Source: an optimization exercise on an open RTL-to-GDS flow (aim: small area, a short achievable clock period and few clock cycles per item). Production flows keep margins and buffers that such runs may drop.
Where RTL was checked, it was by simulation tests only, not by an equivalence proof against the original.
No functional check of the RTL was part of runs 2 to 6.
The flow treats the clock pin as an ideal source, which a real chip does not have.
Power figures rest on the tool's default switching activity, not on a simulated workload.

--- run.sh ---
#!/bin/bash
# synth_recipe.tcl (not shown) runs the flow's synth.tcl, then flattens the netlist and writes it again
# the make line also repeats each setting of config.mk as NAME=value (left out here)
make -C /OpenROAD-flow-scripts/flow DESIGN_CONFIG=/design/flow/config.mk WORK_HOME=/design/flow/orfs CLKGATE_MAP_FILE= SYNTH_SCRIPT=/design/flow/synth_recipe.tcl finish
--- config.mk ---
export PLATFORM = sky130hd
export DESIGN_NAME = apb_master
export DESIGN_NICKNAME = apb_master
export VERILOG_FILES = /design/flow/design.v
export SDC_FILE = /design/flow/constraint.sdc
export NUM_CORES = 4
export LEC_CHECK = 0
export CAP_MARGIN = 20
export CORE_MARGIN = 2
export CORE_UTILIZATION = 45
export PLACE_DENSITY = 0.6
export SLEW_MARGIN = 20
--- constraint.sdc ---
create_clock -name core_clock -period 8.0 [get_ports {pclk}]
set_input_delay 1.6000 -clock core_clock [delete_from_list [all_inputs] [get_ports {pclk}]]
set_output_delay 1.6000 -clock core_clock [all_outputs]
set_load 0.01 [all_outputs]
--- design.v ---
module storage(input pclk, input we, input [6:0] addr, input [31:0] wdata,
               input [3:0] strb, output [31:0] rdata);
  reg [31:0] memory [0:127];
  wire [3:0] be = (strb == 4'b0) ? 4'b1111 : strb;
  always @(posedge pclk) begin
    if (we) begin
      if (be[0]) memory[addr][7:0]   <= wdata[7:0];
      if (be[1]) memory[addr][15:8]  <= wdata[15:8];
      if (be[2]) memory[addr][23:16] <= wdata[23:16];
      if (be[3]) memory[addr][31:24] <= wdata[31:24];
    end
  end
  assign rdata = memory[addr];
endmodule
module apb_master(
  input pclk,
  input preset,
  input [31:0]paddr,
  input pwrite,
  input [2:0]pprot,
  input [31:0]pwdata,
  input [3:0]pstrb,
  output reg [31:0]prdata,
  output pslverr,
  output reg penable,
  output reg [3:0]psel,
  output reg pready
);
  wire req = |paddr;
  wire [31:0] rdata;
  storage m1(pclk, preset & req & pwrite, {paddr[31:30], paddr[4:0]}, pwdata, pstrb, rdata);
  assign pslverr = 1'b0;
  always @(*) begin
    pready  = req;
    penable = req;
    psel    = 4'b0001 << paddr[31:30];
    prdata  = rdata;
  end
endmodule
==> results of run 1 <==
## through the flow
| stage | power, mW | hold slack (ns) |
|---|---|---|
| floorplan | 25.4 | 1.70 |
| global placement | 27.0 | 2.02 |
| detailed placement | 27.1 | 2.04 |
| CTS | 46.0 | 1.01 |
| global route | 46.9 | 1.04 |
| finish | 46.1 | 1.03 |
## final timing paths
| check | cells past startpoint | start | to |
|---|---|---|---|
| setup / recovery | 9 | paddr[0] | prdata[7] |
| hold / removal | 1 | pwdata[3] | m1.memory[23][3]$_DFFE_PP_ |
## area by class of cell
| class | instances | area, um^2 |
|---|---|---|
| Fill cell | 28900 | 175000 |
| Timing Repair Buffer | 545 | 5560 |
| Clock buffer | 497 | 10900 |
| Clock inverter | 264 | 2520 |
| Antenna cell | 111 | 278 |
| Multi-Input combinational cell | 4750 | 34900 |
| Tap cell | 4773 | 5970 |
| Sequential cell | 4096 | 123000 |
| Inverter | 31 | 134 |
## cell families after synthesis
kind of cell | Yosys count | share of synthesized area, %
compound gates | 2619 | 12.6
buf+inv | 846 | 2.60
flops | 4096 | 76.0
mux | 568 | 4.28
other cells | 1 | 0.00232
simple gates | 1562 | 4.43
## per-layer routing
metal  vias to the layer above  wire length (um)  track usage, %
met1                     52800            214000            41.3
met4                        58             44400            21.3
met2                      8196            258000            46.1
li1                      40200                 -               -
met5                         -               493           0.700
met3                      1572             79900            10.1
## cells in the final DEF, fill, tap and decap left out, types with 78 or more instances in the layout
cell type | synthesis | layout
mux2i_1 | 216 | 216
a21oi_1 | 347 | 347
nand2_1 | 494 | 476
clkinv_1 | 0 | 98
a222oi_1 | 215 | 215
buf_4 | 62 | 383
diode_2 | 0 | 111
a22oi_1 | 540 | 540
nor2_1 | 623 | 601
mux2_2 | 257 | 257
o22ai_1 | 136 | 136
a221oi_1 | 252 | 252
o2bb2ai_1 | 78 | 78
o221ai_1 | 108 | 108
clkbuf_16 | 0 | 424
a22o_1 | 112 | 112
o21ai_0 | 204 | 204
a21bo_2 | 86 | 86
buf_12 | 0 | 102
a221o_1 | 139 | 139
edfxtp_1 | 4096 | 4096
clkinv_2 | 0 | 80
## power by group through the flow
| stage | sequential [mW] | clock [mW] | combinational (mW) |
|---|---|---|---|
| 5_1_grt | 23.6 | 20.2 | 3.11 |
| 6_report | 23.6 | 19.4 | 3.07 |
| 3_5_place_dp | 24.1 | 0 | 2.97 |
| 3_3_place_gp | 24.1 | 0 | 2.92 |
| 4_1_cts | 23.6 | 19.4 | 2.98 |
| 2_1_floorplan | 24.1 | 0 | 1.32 |
==> metrics.md, run 1 <==
| Metric | Value |
|---|---|
| Outcome | complete, no violations |
| First-pass GRT wire length | 799,000 um |
| I/O Pins | 113 |
| Post-Route Utilization | 51.1% |
| Final Critical Period | 7.62 ns |
| Synth area leaders | edfxtp_1 (76%), a22oi_1 (2.5%), mux2_2 (1.8%), nor2_1 (1.4%), a221oi_1 (1.4%) |
| Hold-fix buffers at CTS | 0 |
| Final period utilization | 95.2% |
| Post-synth top cells | edfxtp_1 (4,096), nor2_1 (623), a22oi_1 (540), nand2_1 (494), a21oi_1 (347) |
| Yosys cell types | 81 |
| Max reg flops | 4,096 |
| Dpl hpwl | 369,000 um |
| Placed cell count | 14,200 |
| Slowest-stage cell, CP | o21ai_0 |
| Pins Over Slew Limit | 0 |
| Routed wire length | 596,000 um |
| DR vias | 103,000 |
| # H-tree levels | 5 |
| Vias/cell | 6.82 |
| RSZ-0062 raised after global routing | false |
| Post-synth EDFFs | 4,096 |
| Clk pin slew, worst setup/hold paths | 0.06 ns |
| DRC | 0 |
| Layout cell share with drive strength beyond 1 | 16.1% |
| Final setup fails | 0 |
| Placed cell area | 170,000 um^2 |
| Die X | 604 um |
| Synthesized netlist cell count | 9,692 |
| Yosys top cell area share | 76.0% |
| P_sw | 10.5 mW |
| CP arrival | 6.02 ns |
| Total track usage | 31.9% |
| Setup ws final | 0.382 ns |
| Switching Fraction | 22.9% |
| Post-CTS sizing | 0 |
| WL per Instance | 39.6 um |
| CP Launch Type | primary input |
| Buffers added on ports | 108 |
| Antenna viol nets, final | 0 |
| Clock share of power | 42.1% |
| Gate power share | 6.7% |
| Worst Path Buf+Inv | 4 |
| Worst Path Required | 6.40 ns |
| Worst slew pin tran | 1.42 ns |
| Core Region | 358,000 um^2 |
| Routability Congestion | 0.943 |
| Syn Nets | 9,766 |
| DRT iter0 DRCs | 18,100 |
| Synthesis-to-layout area growth | 13.3% |
| HP Class | primary input to flip-flop |
| Crit-path max cell delay | 0.73 ns |
| Clk sinks | 4,096 |
| DR pass1 iterations | 10 |
| CP Max Fanout | 52 |
| VDD IR max | 0.000196 V |
| Predominant post-synthesis flop cell | edfxtp_1 |
| Seq cells post-synth | 4,096 |
| Critical Path Sink Type | primary output |
| Flop pwr share | 51.3% |
| Grt ovf | 0 |
| Max-cap violations | 0 |
| Final #Nets | 9,912 |
| Non-Filler Cell Area, Final | 183,000 um^2 |
| Yosys top cell by area | edfxtp_1 |
| CP cell instances | buf_8, nor2b_4, buf_12, buf_4, a221oi_1, o21ai_0, o221ai_1, o32ai_1, clkdlybuf4s50_1 |
| CTS tree | done |
| Largest net degree at the start of global routing | 107 |
| Synthesized area per cell | 16.7 um^2 |
| P_int | 35.6 mW |
| LEAKAGE | 57.2 nW |
| Largest reg by FF count | m1.memory |
| P per Cell Area | 252 nW/um^2 |
| Starting density of the core | 45.1% |
| Final TNS setup | 0 ns |
| Crit Path Class | primary input to primary output |
| Die area | 364,000 um^2 |
| Initial antenna violation count | 94 |
| Slew margin rel. | 5.20% |
| Fin cells | 15,100 |
| Mapped Area | 162,000 um^2 |
| Clock root buffer | clkbuf_16 |
| Warnings from Yosys | 2 |
| Crit-path leading delay family | buffers and inverters |
| Final hold violations | 0 |
| Vias in the first global route | 95,100 |
| Async SR Flop Fraction | 0% |
| Post CTS Setup Buffer Count | 0 |
| DP Worst Slack | 0.661 ns |
| Max Clk Rate | 131 MHz |
| Chip height | 604 um |
| Num rows | 220 |
| Sequential share of the synthesized area | 76.0% |
| Clock buffer count from CTS | 414 |
| Top Registers | m1.memory x4096 |
| Clock tree buffer depth | 4 |
| Most frequent cell after synthesis | edfxtp_1 |
Testbench counts, summed over its fixed seeds: cycles 12,000, items 12,000.
==> run 2, diff against run 1 <==
--- a/design.v
+++ b/design.v
@@ -1,14 +1,22 @@
 module storage(input pclk, input we, input [6:0] addr, input [31:0] wdata,
-               input [3:0] strb, output [31:0] rdata);
+               input [3:0] strb, output reg [31:0] rdata);
   reg [31:0] memory [0:127];
   wire [3:0] be = (strb == 4'b0) ? 4'b1111 : strb;
+  wire [127:0] wl = 128'b1 << addr;
+  integer i;
   always @(posedge pclk) begin
-    if (we) begin
-      if (be[0]) memory[addr][7:0]   <= wdata[7:0];
-      if (be[1]) memory[addr][15:8]  <= wdata[15:8];
-      if (be[2]) memory[addr][23:16] <= wdata[23:16];
-      if (be[3]) memory[addr][31:24] <= wdata[31:24];
+    for (i = 0; i < 128; i = i + 1) begin
+      if (we & wl[i]) begin
+        if (be[0]) memory[i][7:0]   <= wdata[7:0];
+        if (be[1]) memory[i][15:8]  <= wdata[15:8];
+        if (be[2]) memory[i][23:16] <= wdata[23:16];
+        if (be[3]) memory[i][31:24] <= wdata[31:24];
+      end
     end
   end
-  assign rdata = memory[addr];
+  always @(*) begin
+    rdata = 32'b0;
+    for (i = 0; i < 128; i = i + 1)
+      rdata = rdata | (memory[i] & {32{wl[i]}});
+  end
 endmodule
--- a/config.mk
+++ b/config.mk
@@ -9,4 +9,5 @@
 export CORE_MARGIN = 2
-export CORE_UTILIZATION = 45
-export PLACE_DENSITY = 0.6
+export CORE_UTILIZATION = 60
+export PLACE_DENSITY = 0.7
+export SETUP_SLACK_MARGIN = 2.5
 export SLEW_MARGIN = 20
==> metrics.md, run 2 <==
| Metric | Value |
|---|---|
| Post-synth top cells | edfxtp_1 (4,096), a22oi_1 (1,349), nor2_1 (752), nand2_1 (346), buf_2 (264) |
| Synthesized area per cell | 17.2 um^2 |
| Die X | 510 um |
| Clock buffer count from CTS | 414 |
| Seq cells post-synth | 4,096 |
| Yosys cell types | 89 |
| Dpl hpwl | 624,000 um |
| Placed cell count | 13,200 |
| Largest net degree at the start of global routing | 118 |
| Predominant post-synthesis flop cell | edfxtp_1 |
| Stopped at | 5_1_grt |
| # H-tree levels | 5 |
| Total track usage | 77.1% |
| Hold-fix buffers at CTS | 0 |
| Chip height | 510 um |
| Error | [ERROR GRT-0232] Routing congestion too high. Check the congestion heatmap in the GUI. |
| Async SR Flop Fraction | 0% |
| Mapped Area | 153,000 um^2 |
| I/O Pins | 113 |
| Warnings from Yosys | 3 |
| Yosys top cell by area | edfxtp_1 |
| Num rows | 185 |
| Most frequent cell after synthesis | edfxtp_1 |
| Clock root buffer | clkbuf_16 |
| Synth area leaders | edfxtp_1 (80%), a22oi_1 (6.6%), nor2_1 (1.8%), buf_2 (0.86%), nand2_1 (0.85%) |
| Routability Congestion | 1.27 |
| Clk sinks | 4,096 |
| Synthesized netlist cell count | 8,943 |
| Outcome | aborted with a tool error |
| Sequential share of the synthesized area | 80.2% |
| Yosys top cell area share | 80.2% |
| Clock tree buffer depth | 4 |
| Buffers added on ports | 108 |
| Starting density of the core | 60.4% |
| Syn Nets | 9,017 |
| Post-synth EDFFs | 4,096 |
| Grt ovf | 2 |
-- run 2: timing repair --
item | in CTS
buffers inserted | 395
gates cloned | 23
pin swaps | 251
setup endpoints to repair | 3759
resized for setup | 829
-- run 2: stage by stage --
step / area (um^2) / power (mW) / hold slack (ns) / setup slack, ns / util, %
CTS: 190000 / 44.8 / 0.806 / 1.54 / 74.6
detailed placement: 169000 / 26.0 / 1.88 / 0.128 / 66.4
global placement: 169000 / 26.0 / 1.87 / 0.0128 / 66.4
floorplan: 153000 / 24.6 / 1.70 / 2.63 / -
-- run 2: logic make-up after synthesis --
family                 share of synthesized area, %
AO/OA/AOI/OAI                                  11.1
buffers and inverters                          1.78
flip-flops                                     80.2
multiplexers                                   1.33
other                                       0.00244
AND/OR/NAND/NOR                                5.65
-- run 2: worst max-delay path by stage --
stage               startpoint         end  depth (start not counted)
CTS                   paddr[2]  prdata[21]                         13
detailed placement    paddr[4]   prdata[1]                         13
floorplan            paddr[30]   prdata[5]                          9
global placement      paddr[4]  prdata[12]                         13
-- run 2: metal layers --
layer / overflow / global-route usage [%]
met1: 0 / 78.7
met2: 0 / 86.7
met3: 0 / 68.3
met4: 0 / 73.2
met5: 2 / 50.3
-- run 2: power groups by stage --
stage	registers, mW	clock network (mW)	logic (mW)
4_1_cts	23.6	18.9	2.22
3_5_place_dp	24.1	0	1.94
2_1_floorplan	24.1	0	0.531
3_3_place_gp	24.1	0	1.92
==> run 3, diff against run 2 <==
==> design.v (replaced) <==
module rd_aoi3(input [31:0] d0, input [31:0] d1, input [31:0] d2,
               input s0, input s1, input s2, output [31:0] y);
  assign y = ~((d0 & {32{s0}}) | (d1 & {32{s1}}) | (d2 & {32{s2}}));
endmodule
module rd_aoi2(input [31:0] d0, input [31:0] d1, input s0, input s1,
               output [31:0] y);
  assign y = ~((d0 & {32{s0}}) | (d1 & {32{s1}}));
endmodule
module rd_nand4(input [31:0] a, input [31:0] b, input [31:0] c, input [31:0] d,
                output [31:0] y);
  assign y = ~(a & b & c & d);
endmodule
module rd_nand3(input [31:0] a, input [31:0] b, input [31:0] c, output [31:0] y);
  assign y = ~(a & b & c);
endmodule
module rd_nor4(input [31:0] a, input [31:0] b, input [31:0] c, input [31:0] d,
               output [31:0] y);
  assign y = ~(a | b | c | d);
endmodule
module rd_nor3(input [31:0] a, input [31:0] b, input [31:0] c, output [31:0] y);
  assign y = ~(a | b | c);
endmodule
module apb_master(
  input pclk,
  input preset,
  input [31:0]paddr,
  input pwrite,
  input [2:0]pprot,
  input [31:0]pwdata,
  input [3:0]pstrb,
  output reg [31:0]prdata,
  output pslverr,
  output reg penable,
  output reg [3:0]psel,
  output reg pready
);
  wire req = |paddr;
  wire [6:0] addr = {paddr[31:30], paddr[4:0]};
  wire [127:0] wl = 128'b1 << addr;
  wire [3:0] be = (pstrb == 4'b0) ? 4'b1111 : pstrb;
  wire [3:0] wen = {4{preset & req & pwrite}} & be;
  reg [31:0] memory [0:127];
  integer i;
  always @(posedge pclk) begin
    for (i = 0; i < 128; i = i + 1) begin
      if (wl[i] & wen[0]) memory[i][7:0]   <= pwdata[7:0];
      if (wl[i] & wen[1]) memory[i][15:8]  <= pwdata[15:8];
      if (wl[i] & wen[2]) memory[i][23:16] <= pwdata[23:16];
      if (wl[i] & wen[3]) memory[i][31:24] <= pwdata[31:24];
    end
  end
  wire [31:0] g [0:42];
  genvar k;
  generate
    for (k = 0; k < 42; k = k + 1) begin : l1
      rd_aoi3 u(memory[3*k], memory[3*k+1], memory[3*k+2],
                wl[3*k], wl[3*k+1], wl[3*k+2], g[k]);
    end
  endgenerate
  rd_aoi2 l1_last(memory[126], memory[127], wl[126], wl[127], g[42]);
  wire [31:0] h [0:10];
  generate
    for (k = 0; k < 10; k = k + 1) begin : l2
      rd_nand4 u(g[4*k], g[4*k+1], g[4*k+2], g[4*k+3], h[k]);
    end
  endgenerate
  rd_nand3 l2_last(g[40], g[41], g[42], h[10]);
  wire [31:0] k0, k1, k2, rdata;
  rd_nor4 l3_0(h[0], h[1], h[2], h[3], k0);
  rd_nor4 l3_1(h[4], h[5], h[6], h[7], k1);
  rd_nor3 l3_2(h[8], h[9], h[10], k2);
  rd_nand3 l4(k0, k1, k2, rdata);
  assign pslverr = 1'b0;
  always @(*) begin
    pready  = req;
    penable = req;
    psel    = 4'b0001 << paddr[31:30];
    prdata  = rdata;
  end
endmodule
--- a/config.mk
+++ b/config.mk
@@ -9,5 +9,7 @@
 export CORE_MARGIN = 2
-export CORE_UTILIZATION = 60
-export PLACE_DENSITY = 0.7
-export SETUP_SLACK_MARGIN = 2.5
+export CORE_UTILIZATION = 45
+export PLACE_DENSITY = 0.6
+export SETUP_SLACK_MARGIN = 2.0
 export SLEW_MARGIN = 20
+export SYNTH_HIERARCHICAL = 1
+export SYNTH_MINIMUM_KEEP_SIZE = 0
==> metrics.md, run 3 <==
| Metric | Value |
|---|---|
| Outcome | complete, no violations |
| Slew margin rel. | 21.3% |
| Max-cap violations | 0 |
| LEAKAGE | 53.6 nW |
| # fillers | 25,400 |
| Synth area leaders | edfxtp_1 (83%), a222oi_1 (9.0%), buf_6 (2.0%), nand4_1 (1.3%), nor2_1 (1.3%) |
| Yosys top cell area share | 82.7% |
| Initial antenna violation count | 12 |
| DR vias | 82,300 |
| Die X | 579 um |
| Non-Filler Cell Area, Final | 172,000 um^2 |
| Warnings from Yosys | 9 |
| Pins Over Slew Limit | 0 |
| HP Class | primary input to flip-flop |
| Syn Nets | 7,317 |
| DRT iter0 DRCs | 16,900 |
| Antenna viol nets, final | 0 |
| Vias/cell | 6.50 |
| Buffers added on ports | 108 |
| Clk pin slew, worst setup/hold paths | 0.06 ns |
| WL per Instance | 33.9 um |
| Crit Path Class | primary input to primary output |
| Placed cell area | 154,000 um^2 |
| Hold-fix buffers at CTS | 0 |
| Sequential share of the synthesized area | 82.7% |
| Routed wire length | 429,000 um |
| Async SR Flop Fraction | 0% |
| I/O Pins | 113 |
| Design Power | 43.9 mW |
| Commonest non-fill, non-tap cells in the layout | edfxtp_1 (4,096), a222oi_1 (1,344), buf_4 (517) |
| Vias in the first global route | 78,800 |
| Routability Congestion | 0.880 |
| Clock tree buffer depth | 4 |
| Starting density of the core | 45.1% |
| Max reg flops | 4,096 |
| DR pass1 iterations | 13 |
| CP Launch Type | primary input |
| Commonest non-fill, non-tap cell in the layout | edfxtp_1 |
| DP Worst Slack | -0.291 ns |
| Final Critical Period | 6.53 ns |
| CP Max Fanout | 7 |
| Synthesized area per cell | 20.5 um^2 |
| Largest reg by FF count | memory |
| CTS tree | done |
| Critical Path Sink Type | primary output |
| Clock root buffer | clkbuf_16 |
| Post-Route Utilization | 52.2% |
| Largest net degree at the start of global routing | 129 |
| Final hold violations | 0 |
| Total track usage | 24.9% |
| Register area | 123,000 um^2 |
| Final #Nets | 8,020 |
| Predominant post-synthesis flop cell | edfxtp_1 |
| Core Region | 330,000 um^2 |
| Setup ws final | 1.47 ns |
| Die area | 335,000 um^2 |
| Worst Path Required | 6.40 ns |
| Post-synth top cells | edfxtp_1 (4,096), a222oi_1 (1,344), nor2_1 (506), nand4_1 (320), buf_6 (270) |
| CP arrival | 4.93 ns |
| P per Cell Area | 255 nW/um^2 |
| DRC | 0 |
| Synthesized netlist cell count | 7,243 |
| Post-synth EDFFs | 4,096 |
| Most frequent cell after synthesis | edfxtp_1 |
| # H-tree levels | 5 |
| Max Clk Rate | 153 MHz |
| Chip height | 579 um |
| Top Registers | memory x4096 |
| Area of the multi-input gates | 22,000 um^2 |
| Grt ovf | 0 |
| Final period utilization | 81.7% |
| VDD IR max | 0.000195 V |
| Mapped Area | 149,000 um^2 |
| Worst slew pin tran | 1.18 ns |
| First-pass GRT wire length | 591,000 um |
| Final setup fails | 0 |
| Synthesis-to-layout area growth | 15.7% |
| Clock buffer count from CTS | 401 |
| Num rows | 211 |
| Yosys cell types | 39 |
| Dpl hpwl | 273,000 um |
| Seq cells post-synth | 4,096 |
| Layout cell share with drive strength beyond 1 | 19.8% |
| RSZ-0062 raised after global routing | true |
| Yosys top cell by area | edfxtp_1 |
| Clk sinks | 4,096 |
==> run 3: changes by cell type after synthesis, moves of 84 or more <==
cell,previous run,this run
a21oi_1,161,0
a221oi_1,104,0
a222oi_1,78,1344
a22o_1,133,0
a22oi_1,1349,32
buf_6,14,270
clkbuf_1,223,4
inv_1,5,128
mux2i_1,119,0
nand2_1,346,0
nand4_1,189,320
nor2_1,752,506
nor4_1,89,5
o22ai_1,95,0
==> run 3: worst paths after layout <==
| kind | start | to | slack (ns) | cells after the start |
|---|---|---|---|---|
| max | paddr[4] | prdata[28] | 1.47 | 13 |
| min | pwdata[19] | memory[20][19]$_DFFE_PP_ | 1.09 | 1 |
==> run 3: Yosys stat by module, one instance, submodules excluded <==
module	cells	cell area, um^2
apb_master	5003	128000
rd_aoi3	41	403
rd_nor4	32	400
rd_nor3	32	320
rd_aoi2	38	289
rd_nand4	32	200
rd_nand3	32	160
==> run 3: repair_timing <==
action,CTS,global route
gates cloned,13,4
setup endpoints to repair,32,32
resized for setup,459,114
pin swaps,282,173
hold endpoints to repair,0,0
setup buffers,187,85
==> run 3: metal layers <==
layer | vias up | track usage (%) | share of wire (%)
met2 | 5264 | 39.3 | 47
met3 | 682 | 4.51 | 11
met1 | 42600 | 34.5 | 38
li1 | 33800 | - | -
met4 | 4 | 9.77 | 4.5
met5 | - | 0 | 0.0051
==> run 3: logic make-up after synthesis <==
logic type	after synthesis	synth area share [%]
DFF	4096	82.7
AOI/OAI and AO/OA	1384	9.24
and+or+nand+nor	1147	4.88
buffers and inverters	615	3.17
other	1	0.00252
==> run 3: per-stage QoR <==
step,instances,TNS (ns),hold WS [ns]
after floorplan,7243,0,1.70
after global placement,11600,-1.46,2.07
after detailed placement,11600,-0.942,2.07
after CTS,12600,0,1.04
after global routing,12600,0,1.08
final,12700,0,1.09
==> run 3: area by class of cell <==
type / instances / area share (%)
antenna: 7 / 0.0102
tap: 4366 / 3.17
clock buffer: 469 / 6.03
multi-input combinational: 2533 / 12.8
inverter: 130 / 0.433
timing repair inverter: 6 / 0.0247
timing repair buffer: 778 / 4.50
sequential: 4096 / 71.5
clock inverter: 265 / 1.58
==> run 3: critical path: stages <==
cell,delay (ns)
buf_8,0.11
nor2b_4,0.13
buf_12,0.14
buf_16,0.16
nand3_4,0.11
clkinvlp_4,0.16
buf_6,0.16
buf_12,0.12
a222oi_1,0.51
nand4_1,0.50
nor4_4,0.61
nand3_4,0.32
buf_6,0.22
==> run 3: power by group <==
group / leakage, nW / total [mW] / switching, mW / internal (mW)
clock network: 6.40 / 18.8 / 8.03 / 10.7
logic: 10.4 / 1.50 / 1.12 / 0.380
registers: 36.8 / 23.6 / 0.00708 / 23.6
==> run 4, diff against run 3 <==
--- a/config.mk
+++ b/config.mk
@@ -9,4 +9,6 @@
 export CORE_MARGIN = 2
-export CORE_UTILIZATION = 45
-export PLACE_DENSITY = 0.6
+export CORE_UTILIZATION = 60
+export CTS_CLUSTER_DIAMETER = 100
+export CTS_CLUSTER_SIZE = 30
+export PLACE_DENSITY = 0.7
 export SETUP_SLACK_MARGIN = 2.0
==> metrics.md, run 4 <==
| Metric | Value |
|---|---|
| Outcome | complete, no violations |
| Gate power share | 4.2% |
| Final hold violations | 0 |
| Clk sinks | 4,096 |
| Post-synthesis mux area share | 0% |
| Largest net degree at the start of global routing | 129 |
| Post-synth top cells | edfxtp_1 (4,096), a222oi_1 (1,344), nor2_1 (506), nand4_1 (320), buf_6 (270) |
| Compound-cell area share of the yosys netlist | 9.24% |
| Total track usage | 31.8% |
| CP Max Fanout | 8 |
| Setup ws final | 1.57 ns |
| Hold path depth | 1 |
| Top Registers | memory x4096 |
| Yosys cell types | 39 |
| Yosys top cell by area | edfxtp_1 |
| Xor/xnor share of the synthesized area | 0% |
| CP arrival | 4.83 ns |
| Synthesized netlist cell count | 7,243 |
| Max reg flops | 4,096 |
| Initial antenna violation count | 14 |
| Non-Filler Cell Area, Final | 162,000 um^2 |
| I/O Pins | 113 |
| Crit Path Class | primary input to primary output |
| Critical Path Sink Type | primary output |
| Vias/cell | 7.37 |
| DRT iter0 DRCs | 19,800 |
| DRC | 0 |
| Post-synth EDFFs | 4,096 |
| Sequential share of the synthesized area | 82.7% |
| Antenna viol nets, final | 0 |
| P per Cell Area | 215 nW/um^2 |
| Final period utilization | 80.4% |
| Worst slew pin tran | 1.12 ns |
| First-pass GRT wire length | 565,000 um |
| Hold slack final | 1.17 ns |
| Routed wire length | 408,000 um |
| Largest reg by FF count | memory |
| LEAKAGE | 49.6 nW |
| Final setup fails | 0 |
| P_sw | 7.16 mW |
| Max-cap violations | 0 |
| Clock buffer count from CTS | 155 |
| Worst Path Required | 6.40 ns |
| Buffers added on ports | 108 |
| Pins Over Slew Limit | 0 |
| Design Power | 34.9 mW |
| Largest family of logic cells by synthesized area | compound AO/OA/AOI/OAI gates |
| CP Launch Type | primary input |
| Placed cell area | 153,000 um^2 |
| Grt ovf | 0 |
| Synth area leaders | edfxtp_1 (83%), a222oi_1 (9.0%), buf_6 (2.0%), nand4_1 (1.3%), nor2_1 (1.3%) |
| RSZ-0062 raised after global routing | true |
| Core Region | 246,000 um^2 |
| Placed cell count | 10,600 |
| Vias in the first global route | 77,200 |
| Yosys top cell area share | 82.7% |
| DR pass1 iterations | 13 |
| Commonest non-fill, non-tap cell in the layout | edfxtp_1 |
| Fin cells | 11,100 |
| Die X | 502 um |
| DR vias | 81,700 |
| Warnings from Yosys | 9 |
| Post-Route Utilization | 66.0% |
| Syn Nets | 7,317 |
| Chip height | 502 um |
| Clk pin slew, worst setup/hold paths | 0.10 ns |
| Max Clk Rate | 156 MHz |
| Final Critical Period | 6.43 ns |
| Slew margin rel. | 25.2% |
| Layout cell share with drive strength beyond 1 | 16.5% |
| Mapped Area | 149,000 um^2 |
| Predominant post-synthesis flop cell | edfxtp_1 |
| Clock share of power | 28.1% |
| Starting density of the core | 60.4% |
| Clock tree buffer depth | 3 |
| Die area | 252,000 um^2 |
| Routability Congestion | 0.917 |
| # fillers | 15,700 |
| WL per Instance | 36.8 um |
| # H-tree levels | 4 |
| Num rows | 182 |
| Dpl hpwl | 261,000 um |
| Clock root buffer | clkbuf_16 |
| Commonest non-fill, non-tap cells in the layout | edfxtp_1 (4,096), a222oi_1 (1,344), buf_4 (527) |
| Simple-Gate Fraction of Synth Area | 4.88% |
| Final TNS setup | 0 ns |
| P_int | 27.7 mW |
| DP Worst Slack | -0.0502 ns |
| Switching Fraction | 20.5% |
| Adder-cell share of the synthesized area | 0% |
| Async SR Flop Fraction | 0% |
| Seq cells post-synth | 4,096 |
| VDD IR max | 0.000244 V |
| Final #Nets | 7,822 |
| Synthesis-to-layout area growth | 9.18% |
| Synthesized area per cell | 20.5 um^2 |
| Hold-fix buffers at CTS | 0 |
| HP Class | primary input to flip-flop |
| CTS tree | done |
| Most frequent cell after synthesis | edfxtp_1 |
| Flop pwr share | 67.7% |
==> run 4: modules after synthesis, one instance, submodules excluded <==
module	flip-flops and latches	area, um^2	copies in the design
apb_master	4096	128000	1
rd_aoi2	0	289	1
rd_aoi3	0	403	42
rd_nand3	0	160	2
rd_nand4	0	200	10
rd_nor3	0	320	1
rd_nor4	0	400	2
==> run 4: layout make-up <==
type | count | area, um^2 | share of cell area (%)
inverter | 130 | 726 | 0.447
timing repair buffer | 830 | 8270 | 5.09
timing repair inverter | 1 | 5.00 | 0.00308
clock inverter | 15 | 279 | 0.172
clock buffer | 160 | 4000 | 2.47
antenna | 5 | 12.5 | 0.00771
multi-input combinational | 2534 | 21900 | 13.5
tap | 3312 | 4140 | 2.55
sequential | 4096 | 123000 | 75.8
==> run 4: cells by family (layout without fill, tap and decap cells) <==
kind of cell,count (synthesis),count (layout)
simple gates,1147,1149
buf+inv,615,1136
flops,4096,4096
compound gates,1384,1384
other cells,1,6
==> run 4: worst paths after layout <==
check / startpoint / end / slack [ns]
setup / recovery: paddr[3] / prdata[7] / 1.57
hold / removal: pwdata[25] / memory[1][25]$_DFFE_PP_ / 1.17
==> run 4: worst max-delay path, stage by stage <==
cell and delay (ns):
buf_6 0.14, and2_4 0.23, buf_12 0.15, buf_6 0.14, nand3_4 0.11, clkinvlp_4 0.19, buf_12 0.18, buf_4 0.16
a222oi_1 0.47, nand4_1 0.54, nor4_4 0.52, nand3_1 0.18, buf_2 0.18
==> run 4: layer usage <==
metal,up-vias,global-route usage [%],wire (um)
li1,32900,-,-
met1,41600,44.2,139000
met2,6463,49.7,192000
met3,740,6.50,56600
met4,4,13.2,20600
met5,-,0,25
==> run 4: timing repair <==
item,4_1_cts,5_1_grt
pin swaps,323,142
setup buffers,206,62
cloned,12,4
endpoints found under the setup margin,34,32
gates resized for setup,527,65
==> run 4: power groups by stage <==
stage	clock network, mW	registers (mW)	logic (mW)
2_1_floorplan	0	24.1	0.334
4_1_cts	9.81	23.6	1.40
5_1_grt	10.5	23.6	1.47
3_5_place_dp	0	24.1	1.26
3_3_place_gp	0	24.1	1.23
6_report	9.80	23.6	1.46
==> run 5, diff against run 4 <==
==> flow/run.sh (new file) <==
#!/bin/bash
# Layout: the standard flow, with the resizer allowed to change a cell's
# footprint (drive strength) while repairing timing.
set -euo pipefail
bash standard.sh MATCH_CELL_FOOTPRINT=0 finish > standard_flow.log 2>&1
==> standard.sh (new file) <==
#!/bin/bash
# synth_recipe.tcl (not shown) runs the flow's synth.tcl, then flattens the netlist and writes it again
# the make line also repeats each setting of config.mk as NAME=value (left out here)
make -C /OpenROAD-flow-scripts/flow DESIGN_CONFIG=/design/flow/config.mk WORK_HOME=/design/flow/orfs CLKGATE_MAP_FILE= SYNTH_SCRIPT=/design/flow/synth_recipe.tcl "${@:-finish}"
--- a/config.mk
+++ b/config.mk
@@ -9,6 +9,4 @@
 export CORE_MARGIN = 2
-export CORE_UTILIZATION = 60
-export CTS_CLUSTER_DIAMETER = 100
-export CTS_CLUSTER_SIZE = 30
-export PLACE_DENSITY = 0.7
+export CORE_UTILIZATION = 45
+export PLACE_DENSITY = 0.6
 export SETUP_SLACK_MARGIN = 2.0
removed: run.sh
==> metrics.md, run 5 <==
| Metric | Value |
|---|---|
| DR vias | 82,300 |
| Most frequent cell after synthesis | edfxtp_1 |
| Vias in the first global route | 78,800 |
| Dpl hpwl | 273,000 um |
| DRC | 0 |
| Final Critical Period | 6.56 ns |
| Yosys cell types | 39 |
| Grt ovf | 0 |
| Routability Congestion | 0.880 |
| Clk sinks | 4,096 |
| Yosys top cell area share | 82.7% |
| Max-cap violations | 0 |
| Sequential share of the synthesized area | 82.7% |
| Chip height | 579 um |
| Clock root buffer | clkbuf_16 |
| Flop pwr share | 53.9% |
| Final TNS setup | 0 ns |
| Slew margin rel. | 19.4% |
| Post-synth EDFFs | 4,096 |
| Seq cells post-synth | 4,096 |
| Warnings from Yosys | 9 |
| Post-synth top cells | edfxtp_1 (4,096), a222oi_1 (1,344), nor2_1 (506), nand4_1 (320), buf_6 (270) |
| LEAKAGE | 53.3 nW |
| I/O Pins | 113 |
| P_int | 34.7 mW |
| Synthesized area per cell | 20.5 um^2 |
| Worst Path Required | 6.40 ns |
| P_sw | 9.14 mW |
| Max reg flops | 4,096 |
| Starting density of the core | 45.1% |
| RSZ-0062 raised after global routing | true |
| Clock tree buffer depth | 4 |
| CP Max Fanout | 6 |
| Synthesis-to-layout area growth | 15.1% |
| Outcome | complete, no violations |
| Gate power share | 3.3% |
| CTS tree | done |
| CP arrival | 4.96 ns |
| Die area | 335,000 um^2 |
| Pins Over Slew Limit | 0 |
| Max Clk Rate | 152 MHz |
| VDD IR max | 0.000198 V |
| Clock buffer count from CTS | 401 |
| Synth area leaders | edfxtp_1 (83%), a222oi_1 (9.0%), buf_6 (2.0%), nand4_1 (1.3%), nor2_1 (1.3%) |
| Top Registers | memory x4096 |
| P per Cell Area | 256 nW/um^2 |
| Setup ws final | 1.44 ns |
| Die X | 579 um |
| Commonest non-fill, non-tap cell in the layout | edfxtp_1 |
| WL per Instance | 34.0 um |
| Buffers added on ports | 108 |
| Yosys top cell by area | edfxtp_1 |
| Largest net degree at the start of global routing | 129 |
| Layout cell share with drive strength beyond 1 | 18.9% |
| Worst slew pin tran | 1.21 ns |
| Crit Path Class | primary input to primary output |
| # H-tree levels | 5 |
| Async SR Flop Fraction | 0% |
| Syn Nets | 7,317 |
| Routed wire length | 428,000 um |
| Critical Path Source | paddr[2] |
| First-pass GRT wire length | 591,000 um |
| Commonest non-fill, non-tap cells in the layout | edfxtp_1 (4,096), a222oi_1 (1,344), nor2_1 (506) |
| Core Region | 330,000 um^2 |
| Total track usage | 24.9% |
| Synthesized netlist cell count | 7,243 |
| Hold slack final | 1.08 ns |
| CP Launch Type | primary input |
| Initial antenna violation count | 14 |
| Hold-fix buffers at CTS | 0 |
| Switching Fraction | 20.8% |
| Final period utilization | 82.0% |
| Largest reg by FF count | memory |
| Mapped Area | 149,000 um^2 |
| Num rows | 211 |
| Critical Path Sink Type | primary output |
| DP Worst Slack | -0.291 ns |
| Final hold violations | 0 |
| Antenna viol nets, final | 0 |
| DRT iter0 DRCs | 17,000 |
| Vias/cell | 6.54 |
| Final setup fails | 0 |
| Clock share of power | 42.8% |
| Final #Nets | 7,956 |
| Predominant post-synthesis flop cell | edfxtp_1 |
| DR pass1 iterations | 14 |
| HP Class | primary input to flip-flop |
| Critical path endpoint | prdata[26] |
| Clk pin slew, worst setup/hold paths | 0.06 ns |
==> run 5: how the worst min path moves through the flow <==
stage | start | endpoint | slack (ns) | depth (start not counted)
after floorplan | pwdata[0] | memory[0][0]$_DFFE_PP_ | 1.70 | 0
after global placement | pwdata[19] | memory[14][19]$_DFFE_PP_ | 2.07 | 1
after detailed placement | pwdata[19] | memory[19][19]$_DFFE_PP_ | 2.07 | 1
after CTS | pwdata[19] | memory[20][19]$_DFFE_PP_ | 1.04 | 1
after global routing | pwdata[19] | memory[20][19]$_DFFE_PP_ | 1.09 | 1
final | pwdata[19] | memory[20][19]$_DFFE_PP_ | 1.08 | 1
==> run 5: layer usage <==
| metal | part of all wire, % | vias up | GRT usage [%] |
|---|---|---|---|
| met4 | 4.4 | 4 | 9.89 |
| met5 | 0.0061 | - | 0 |
| met2 | 47 | 5367 | 39.3 |
| met1 | 38 | 42700 | 34.4 |
| li1 | - | 33600 | - |
| met3 | 11 | 669 | 4.53 |
==> run 5: per-module statistics from Yosys, one instance, submodules excluded <==
module / cells inside / area [um^2] / copies in the design / flip-flops and latches
rd_aoi3: 41 / 403 / 42 / 0
rd_nor4: 32 / 400 / 2 / 0
rd_nand3: 32 / 160 / 2 / 0
rd_nand4: 32 / 200 / 10 / 0
rd_aoi2: 38 / 289 / 1 / 0
apb_master: 5003 / 128000 / 1 / 4096
rd_nor3: 32 / 320 / 1 / 0
==> run 5: kinds of logic (layout without fill, tap and decap cells) <==
kind of cell,after synthesis,count (layout),synth area share (%)
other,1,9,0.00252
DFF,4096,4096,82.7
buffers and inverters,615,1584,3.17
and+or+nand+nor,1147,1148,4.88
AOI/OAI and AO/OA,1384,1384,9.24
==> run 5: area by class of cell <==
class	count	area, um^2
fillers	25500	159000
well taps	4366	5460
clock inverters	265	2720
clock buffers	469	10400
repair inverters	5	37.5
multi-input cells	2533	21900
diodes	8	20.0
inverters	130	687
flip-flops and latches	4096	123000
repair buffers	715	6960
==> run 5: power groups by stage <==
stage	logic, mW	clock network (mW)	registers, mW
after floorplan	0.334	0	24.1
after global placement	1.28	0	24.1
after detailed placement	1.31	0	24.1
after CTS	1.43	19.0	23.6
after global routing	1.48	19.8	23.6
final	1.46	18.8	23.6
==> run 5: worst max-delay path, cell delays in order <==
cell,delay [ns]
buf_12,0.11
buf_8,0.12
nor3b_4,0.15
buf_12,0.15
buf_8,0.13
nand3_4,0.09
clkinvlp_4,0.19
buf_4,0.19
buf_6,0.12
clkbuf_16,0.16
a222oi_1,0.42
nand4_1,0.48
nor4_4,0.52
nand3_4,0.29
buf_6,0.21
==> run 5: timing repair <==
item | CTS | global route
cloned | 13 | 4
endpoints found under the setup margin | 32 | 32
pin swaps | 257 | 97
resized for setup | 419 | 41
buffers inserted | 179 | 30
==> run 5: metrics by stage <==
step / power, mW / cell area, um^2 / utilization (%) / instances
after detailed placement: 25.4 / 154000 / 46.8 / 11600
after global routing: 44.9 / 171000 / 51.9 / 12600
after CTS: 44.0 / 171000 / 51.7 / 12500
final: 43.9 / 171000 / 51.9 / 12600
after floorplan: 24.4 / 149000 / - / 7243
after global placement: 25.4 / 154000 / 46.8 / 11600
==> run 6, diff against run 5 <==
==> flow/run.sh (replaced) <==
#!/bin/bash
# Layout: the standard flow, with longer timing repair after CTS
# (flow/post_cts.tcl, sourced at the end of ORFS's CTS step).
set -euo pipefail
here=$(pwd)
bash standard.sh POST_CTS_TCL=$here/flow/post_cts.tcl finish > standard_flow.log 2>&1
==> flow/post_cts.tcl (new file) <==
# Extra setup repair after CTS: the standard call stops after a fixed number of
# passes while the in-to-out paths are still improving.
estimate_parasitics -placement
for {set i 0} {$i < 4} {incr i} {
  log_cmd repair_timing -setup -setup_margin 3.0 -repair_tns 100 \
    -max_passes 5000 -verbose
  detailed_placement
  estimate_parasitics -placement
}
check_placement -verbose
report_worst_slack -max
--- a/config.mk
+++ b/config.mk
@@ -9,4 +9,6 @@
 export CORE_MARGIN = 2
-export CORE_UTILIZATION = 45
-export PLACE_DENSITY = 0.6
+export CORE_UTILIZATION = 60
+export CTS_CLUSTER_DIAMETER = 100
+export CTS_CLUSTER_SIZE = 30
+export PLACE_DENSITY = 0.7
 export SETUP_SLACK_MARGIN = 2.0
==> metrics.md, run 6 <==
| Metric | Value |
|---|---|
| Synth area leaders | edfxtp_1 (83%), a222oi_1 (9.0%), buf_6 (2.0%), nand4_1 (1.3%), nor2_1 (1.3%) |
| Die X | 502 um |
| HP Class | primary input to flip-flop |
| Starting density of the core | 60.4% |
| Routed wire length | 410,000 um |
| Slowest-stage cell, CP | nor4_4 |
| Most used cell, CP | buf_6 |
| Simple-Gate Fraction of Synth Area | 4.88% |
| Vias in the first global route | 77,800 |
| Final #Nets | 7,882 |
| WL per Instance | 36.8 um |
| I/O Pins | 113 |
| Predominant post-synthesis flop cell | edfxtp_1 |
| Total track usage | 32.1% |
| Crit-path max cell delay | 0.74 ns |
| DRT iter0 DRCs | 18,900 |
| Synthesis-to-layout area growth | 9.83% |
| Post-synthesis mux area share | 0% |
| Area of the multi-input gates | 22,000 um^2 |
| CP Max Fanout | 6 |
| Commonest non-fill, non-tap cells in the layout | edfxtp_1 (4,096), a222oi_1 (1,344), buf_4 (547) |
| Min-delay src | pwdata[25] |
| Most frequent cell after synthesis | edfxtp_1 |
| Post-Route Utilization | 66.4% |
| RSZ-0062 raised after global routing | true |
| Largest net degree at the start of global routing | 129 |
| DR vias | 82,000 |
| Adder-cell share of the synthesized area | 0% |
| Initial antenna violation count | 9 |
| Layout cell share with drive strength beyond 1 | 17.3% |
| Final period utilization | 80.6% |
| Async SR Flop Fraction | 0% |
| Final hold violations | 0 |
| CTS tree | done |
| Die area | 252,000 um^2 |
| Compound-cell area share of the yosys netlist | 9.24% |
| Non-Filler Cell Area, Final | 163,000 um^2 |
| Top Registers | memory x4096 |
| Buffers added on ports | 108 |
| Final setup fails | 0 |
| Crit-path leading delay family | simple AND/OR/NAND/NOR gates |
| CP Launch Type | primary input |
| Synthesized netlist cell count | 7,243 |
| Largest family of logic cells by synthesized area | compound AO/OA/AOI/OAI gates |
| Seq cells post-synth | 4,096 |
| Design Power | 34.9 mW |
| Clk sinks | 4,096 |
| Post-synth EDFFs | 4,096 |
| Largest reg by FF count | memory |
| Final Critical Period | 6.45 ns |
| Pins Over Slew Limit | 0 |
| DRC | 0 |
| Crit Path Class | primary input to primary output |
| Num rows | 182 |
| Max reg flops | 4,096 |
| Placed cell area | 153,000 um^2 |
| Sequential share of the synthesized area | 82.7% |
| Hold slack final | 1.17 ns |
| # fillers | 15,500 |
| Max Clk Rate | 155 MHz |
| Final TNS setup | 0 ns |
| Slew margin rel. | 25.7% |
| Worst slew pin tran | 1.11 ns |
| Post-synth top cells | edfxtp_1 (4,096), a222oi_1 (1,344), nor2_1 (506), nand4_1 (320), buf_6 (270) |
| VDD IR max | 0.000242 V |
| Warnings from Yosys | 9 |
| Yosys cell types | 39 |
| Outcome | complete, no violations |
| First-pass GRT wire length | 570,000 um |
| Mapped Area | 149,000 um^2 |
| Chip height | 502 um |
| Worst Path Buf+Inv | 8 |
| Clk pin slew, worst setup/hold paths | 0.11 ns |
| Synthesized area per cell | 20.5 um^2 |
| Max-cap violations | 0 |
| LEAKAGE | 50.1 nW |
| Register area | 123,000 um^2 |
| Critical Path Sink Type | primary output |
| CP arrival | 4.85 ns |
| Vias/cell | 7.36 |
| Yosys top cell by area | edfxtp_1 |
| CP cell instances | buf_12, buf_8, nor3b_4, buf_6, buf_12, nand3_4, inv_2, buf_6, buf_4, a222oi_1, nand4_1, nor4_4, nand3_2, buf_6 |
| Xor/xnor share of the synthesized area | 0% |
| Yosys top cell area share | 82.7% |
| P per Cell Area | 214 nW/um^2 |
| Syn Nets | 7,317 |
| Core Region | 246,000 um^2 |
| DR pass1 iterations | 13 |
| Dpl hpwl | 261,000 um |
| Critical Path Source | paddr[1] |
| Routability Congestion | 0.917 |
| Antenna viol nets, final | 0 |
| Grt ovf | 0 |
| Worst Path Required | 6.40 ns |
| Commonest non-fill, non-tap cell in the layout | edfxtp_1 |
## run 6: cell counts after synthesis
No cell type changed its count.
## run 6: power breakdown
part           switching [mW]  internal [mW]
combinational            1.09          0.397
sequential            0.00732           23.6
clock                    6.08           3.73
## run 6: logic make-up (layout without fill, tap and decap cells)
group	Yosys count	in the layout
compound gates	1384	1384
simple gates	1147	1149
other cells	1	3
buf+inv	615	1196
flops	4096	4096
## run 6: per-stage QoR
step / worst slack (ns) / std cells
after floorplan: 2.98 / 7243
final: 1.55 / 11100
after global routing: 1.61 / 11100
after detailed placement: -0.0502 / 10600
after global placement: -0.00436 / 10600
## run 6: layout make-up
| cell class | instances | area share [%] |
|---|---|---|
| Timing Repair Buffer | 890 | 5.62 |
| Clock buffer | 160 | 2.45 |
| Clock inverter | 15 | 0.171 |
| Sequential cell | 4096 | 75.3 |
| Timing Repair inverter | 1 | 0.00306 |
| Multi-Input combinational cell | 2534 | 13.5 |
| Tap cell | 3312 | 2.54 |
| Inverter | 130 | 0.446 |
| Antenna cell | 2 | 0.00306 |
## run 6: worst paths after layout
kind                                       to  slack, ns  cells past startpoint
worst max-delay path               prdata[22]       1.55                     14
worst min-delay path  memory[9][25]$_DFFE_PP_       1.17                      1
## run 6: per-layer routing
metal | up-vias | GRT usage, % | wire length (um) | part of all wire (%)
met2 | 6402 | 49.9 | 191000 | 47
met5 | - | 0 | 35 | 0.0085
met4 | 6 | 13.9 | 21600 | 5.3
met1 | 41700 | 44.4 | 140000 | 34
met3 | 786 | 6.69 | 57300 | 14
li1 | 33100 | - | - | -
## run 6: Yosys stat by module (local to each module, per instance)
module,cell area (um^2),times used
rd_nand4,200,10
rd_aoi3,403,42
apb_master,128000,1
rd_nand3,160,2
rd_nor4,400,2
rd_nor3,320,1
rd_aoi2,289,1

==> port drivers added, routing unchanged <==
How much do the figures lean on ideal ports? The routed layouts below were timed once more, with nothing changed but the port constraints.
Step 1 assumes that a clkbuf_16 drives the clock port and a buf_2 every other input.
Step 2 times the ports against the registers' clock, not the clock port: input delays grow and output delays shrink by t, the midpoint of the rising clock arrivals with the driver on.
Slacks: no drivers / after step 1 / after step 2; pairs: no drivers / after step 1.
run | t, ns | slack for setup (ns) | pins driven straight from the clock port
run 1 | 1.112 | 0.382 / 0.329 / 0.329 | 1
run 3 | 1.055 | 1.468 / 1.264 / 1.264 | 1
run 4 | 0.966 | 1.572 / 1.513 / 1.513 | 1
run 5 | 1.060 | 1.440 / 1.275 / 1.275 | 1
run 6 | 0.972 | 1.550 / 1.493 / 1.493 | 1
After both steps setup and hold are still met in every run listed. The setup slack of run 3, which loses most, moves by -0.204 ns with the drivers and by -0.204 ns with both steps.
